Source: an optimization exercise on an open RTL-to-GDS flow (aim: small area and a short achievable clock period). Production flows keep margins and buffers that such runs may drop.
The RTL was checked by simulation tests, not by an equivalence proof against the original design.
Power and IR drop assume default switching activity.

## wallace_mul
module wallace_mul(input [15:0] a, input [15:0] b, output [32:0] out, input clk);
  reg [15:0] ra1;
  wire [17:0] bx = {2'b00, b};
  wire [16:0] bl = {b, 1'b0};
  wire [7:0] e_neg, e_one, e_two;
  reg [7:0] rneg1;
  reg [7:0] rone1;
  reg [7:0] rtwo1;
  reg rb15_1;
  wire [17:0] ax = {1'b0, ra1, 1'b0};
  wire pp_0_0 = ((rone1[0] & ax[1]) | (rtwo1[0] & ax[0])) ^ rneg1[0];
  wire pp_0_1 = ((rone1[0] & ax[2]) | (rtwo1[0] & ax[1])) ^ rneg1[0];
  wire pp_0_2 = ((rone1[0] & ax[3]) | (rtwo1[0] & ax[2])) ^ rneg1[0];
  wire pp_0_3 = ((rone1[0] & ax[4]) | (rtwo1[0] & ax[3])) ^ rneg1[0];
  wire pp_0_4 = ((rone1[0] & ax[5]) | (rtwo1[0] & ax[4])) ^ rneg1[0];
  wire pp_0_5 = ((rone1[0] & ax[6]) | (rtwo1[0] & ax[5])) ^ rneg1[0];
  wire pp_0_6 = ((rone1[0] & ax[7]) | (rtwo1[0] & ax[6])) ^ rneg1[0];
  wire pp_0_7 = ((rone1[0] & ax[8]) | (rtwo1[0] & ax[7])) ^ rneg1[0];
  wire pp_0_8 = ((rone1[0] & ax[9]) | (rtwo1[0] & ax[8])) ^ rneg1[0];
  wire pp_0_9 = ((rone1[0] & ax[10]) | (rtwo1[0] & ax[9])) ^ rneg1[0];
  wire pp_0_10 = ((rone1[0] & ax[11]) | (rtwo1[0] & ax[10])) ^ rneg1[0];
  wire pp_0_11 = ((rone1[0] & ax[12]) | (rtwo1[0] & ax[11])) ^ rneg1[0];
  wire pp_0_12 = ((rone1[0] & ax[13]) | (rtwo1[0] & ax[12])) ^ rneg1[0];
  wire pp_0_13 = ((rone1[0] & ax[14]) | (rtwo1[0] & ax[13])) ^ rneg1[0];
  wire pp_0_14 = ((rone1[0] & ax[15]) | (rtwo1[0] & ax[14])) ^ rneg1[0];
  wire pp_0_15 = ((rone1[0] & ax[16]) | (rtwo1[0] & ax[15])) ^ rneg1[0];
  wire pp_0_16 = ((rone1[0] & ax[17]) | (rtwo1[0] & ax[16])) ^ rneg1[0];
  wire pp_1_0 = ((rone1[1] & ax[1]) | (rtwo1[1] & ax[0])) ^ rneg1[1];
  wire pp_1_1 = ((rone1[1] & ax[2]) | (rtwo1[1] & ax[1])) ^ rneg1[1];
  wire pp_1_2 = ((rone1[1] & ax[3]) | (rtwo1[1] & ax[2])) ^ rneg1[1];
  wire pp_1_3 = ((rone1[1] & ax[4]) | (rtwo1[1] & ax[3])) ^ rneg1[1];
  wire pp_1_4 = ((rone1[1] & ax[5]) | (rtwo1[1] & ax[4])) ^ rneg1[1];
  wire pp_1_5 = ((rone1[1] & ax[6]) | (rtwo1[1] & ax[5])) ^ rneg1[1];
  wire pp_1_6 = ((rone1[1] & ax[7]) | (rtwo1[1] & ax[6])) ^ rneg1[1];
  ...
Size in the first run: about 1100 cells after synthesis, roughly 66 I/O pins, ~0.014 mm^2 of cells after synthesis.
clock: 4.4 ns
lec_check: 0
cap_margin: 20
core_margin: 2
core_utilization: 40
cts_buf_list: sky130_fd_sc_hd__clkbuf_16
cts_cluster_diameter: 80
cts_cluster_size: 30
place_density: 0.6
setup_slack_margin: 2.65
slew_margin: 20
synth_hierarchical: 1
synth_minimum_keep_size: 0
run.sh (not shown) runs the stock make flow with config.mk's settings and CLKGATE_MAP_FILE= SYNTH_SCRIPT=/design/flow/synth_recipe.tcl, a recipe that flattens the netlist after the stock synthesis.
Next try:
Settings changed: CORE_UTILIZATION 40 to 60, PLACE_DENSITY 0.6 to 0.8, SETUP_SLACK_MARGIN 2.65 to 2.5.
The changed run finished clean.
Final area shrinks by 3.8%.
Global-route usage rose by 6.0 points.
Synthesized area does not change.
Next try:
Settings changed: CORE_UTILIZATION 60 to 40, CTS_BUF_LIST sky130_fd_sc_hd__clkbuf_16 to sky130_fd_sc_hd__clkbuf_8, CTS_CLUSTER_DIAMETER 80 to 50, CTS_CLUSTER_SIZE 30 to 16, PLACE_DENSITY 0.8 to 0.6.
What happened:
- cell area rises by 2.7%
- power came out higher by 3.1%
- fmax came out higher by about 2.7%
- hold slack degrades by 0.0094 ns
- non-clock buffer count came out lower by 3
- combinational power went down by about 2%
- via count came out lower by 0.52%
- core utilization goes down by 21 points
- synthesized cell count does not change
- first-iteration DRC count shrinks by about 27%
Next try:
Settings changed: CTS_BUF_LIST sky130_fd_sc_hd__clkbuf_8 to sky130_fd_sc_hd__clkbuf_16, CTS_CLUSTER_DIAMETER 50 to 80, CTS_CLUSTER_SIZE 16 to 30.
Global-route usage fell by 0.29 points.
Setup slack is about the same.
Die area stays the same.
Clock-buffer cell count is lower by 19.

========
## north
wallace_mul again, from the RTL that the note above started with.
Settings: LEC_CHECK=0, CAP_MARGIN=20, CORE_MARGIN=2, CORE_UTILIZATION=40, CTS_BUF_LIST=sky130_fd_sc_hd__clkbuf_16, CTS_CLUSTER_DIAMETER=80, CTS_CLUSTER_SIZE=30, PLACE_DENSITY=0.6, SETUP_SLACK_MARGIN=2.4, SLEW_MARGIN=20, SYNTH_HIERARCHICAL=1, SYNTH_MINIMUM_KEEP_SIZE=0; clock period 4.4 ns.
> inputs changed (north -> south)
- SETUP_SLACK_MARGIN changed from 2.4 to 2.5
- ABC_AREA newly set to 1
~same number of clock buffers in the layout in south and north. From south to north, layout sequential cell count did not move at all. Diff north -> south: average wire per cell in the routed design went down by 4.3%; core utilization of the finished layout climbed 0.78 points. Worst-case setup margin in the final layout (south over north): increase, 110 ps.
Edits applied to the flow inputs when going from south to east:
- setting TNS_END_PERCENT to 0 for the first time
- removing ABC_AREA (formerly 1)
Results
- east vs. south: number of instances in the synthesized netlist shows a reduction of about 13%, wire length on met2 lost 2100 um.
- What south reported for number of buffers other than clock buffers in the final layout has to be multiplied by 0.873 to get the figure for east.
- Final worst-path cycle share, east and south: larger value in east
- Max worst setup slack for register-to-register paths across east and south: south
- Relative to south, east degrades smallest setup slack after layout.
- Looking at final standard cell utilization of the core, east sits 0.64 points below south.
### east -> west
- swapping 0.6 for 0.7 in PLACE_DENSITY
- clearing TNS_END_PERCENT, which used to be 0
--- outcome ---
- Summary of west over east: setup slack increased by 54 ps relative to the old numbers; biggest cell delay along the critical path decreased by 310 ps relative to the old numbers; total power increased by about 5% relative to the old numbers; layout overhead on the synthesized area increased by 1.9 points relative to the old numbers; worst hold slack closely matched the old numbers.
- Summary: with east as the reference, final cell count in west moved up slightly.
- Per-cell via count in the routed design of west exceeds that of east slightly.
The inputs of middle differ from those of west as listed below.
- CTS_BUF_LIST removed (was sky130_fd_sc_hd__clkbuf_16)
- PLACE_DENSITY changed from 0.7 to 0.6
- CTS_CLUSTER_SIZE removed (was 30)
- CTS_CLUSTER_DIAMETER removed (was 80)
### Flow results
- middle against west: fraction of cell area in non-clock buffers fell by 0.75 points, overall power after layout rose by 0.0013 W, final area rose by 610 um2.
- middle reports its cell with the largest stage delay on the worst path as sky130_fd_sc_hd__dfxtp_2 while west reports sky130_fd_sc_hd__fa_2.
- Cmp west and middle / wire length on met2 / higher: west
- west reports its beginning of the critical path as q3_q2_c2 while middle reports q4_c114.

[separate check: timing with driven ports]
The flow's constraints put no driver on any port. The routed layouts listed below were extracted and timed again, unchanged, in two steps.
Step 1 sets driving cells, clkbuf_16 on the clock port and buf_2 on the other inputs (assumed; they add their load-dependent delay and slew).
Step 2 times the ports against the registers' clock, not the clock port: input delays grow and output delays shrink by t, the midpoint of the rising clock arrivals with the driver on.
Slacks: ideal / step 1 / step 2; pairs: ideal / step 1.
run | shift t [ns] | slack for setup (ns) | hold slack, ns | pins driven straight from the clock port
the first run of note 1 | 0.567 | 2.493 / 2.493 / 2.493 | 0.321 / 0.321 / 0.321 | 1
the second run of note 1 | 0.552 | 2.467 / 2.467 / 2.467 | 0.332 / 0.332 / 0.332 | 1
the third run of note 1 | 0.599 | 2.518 / 2.480 / 2.518 | 0.323 / 0.323 / 0.323 | 1
the fourth run of note 1 | 0.579 | 2.518 / 2.491 / 2.518 | 0.322 / 0.322 / 0.322 | 1
north | 0.576 | 2.435 / 2.401 / 2.435 | 0.333 / 0.333 / 0.333 | 1
south | 0.581 | 2.544 / 2.494 / 2.483 | 0.331 / 0.331 / 0.331 | 1
east | 0.579 | 2.438 / 2.390 / 2.438 | 0.322 / 0.322 / 0.322 | 1
west | 0.570 | 2.492 / 2.492 / 2.492 | 0.320 / 0.320 / 0.320 | 1
middle | 0.581 | 2.513 / 2.506 / 2.513 | 0.323 / 0.323 / 0.323 | 1
After both steps every run listed still meets setup and hold. For south, which loses most, drivers alone change the setup slack by -0.050 ns; drivers and shift together by -0.061 ns.
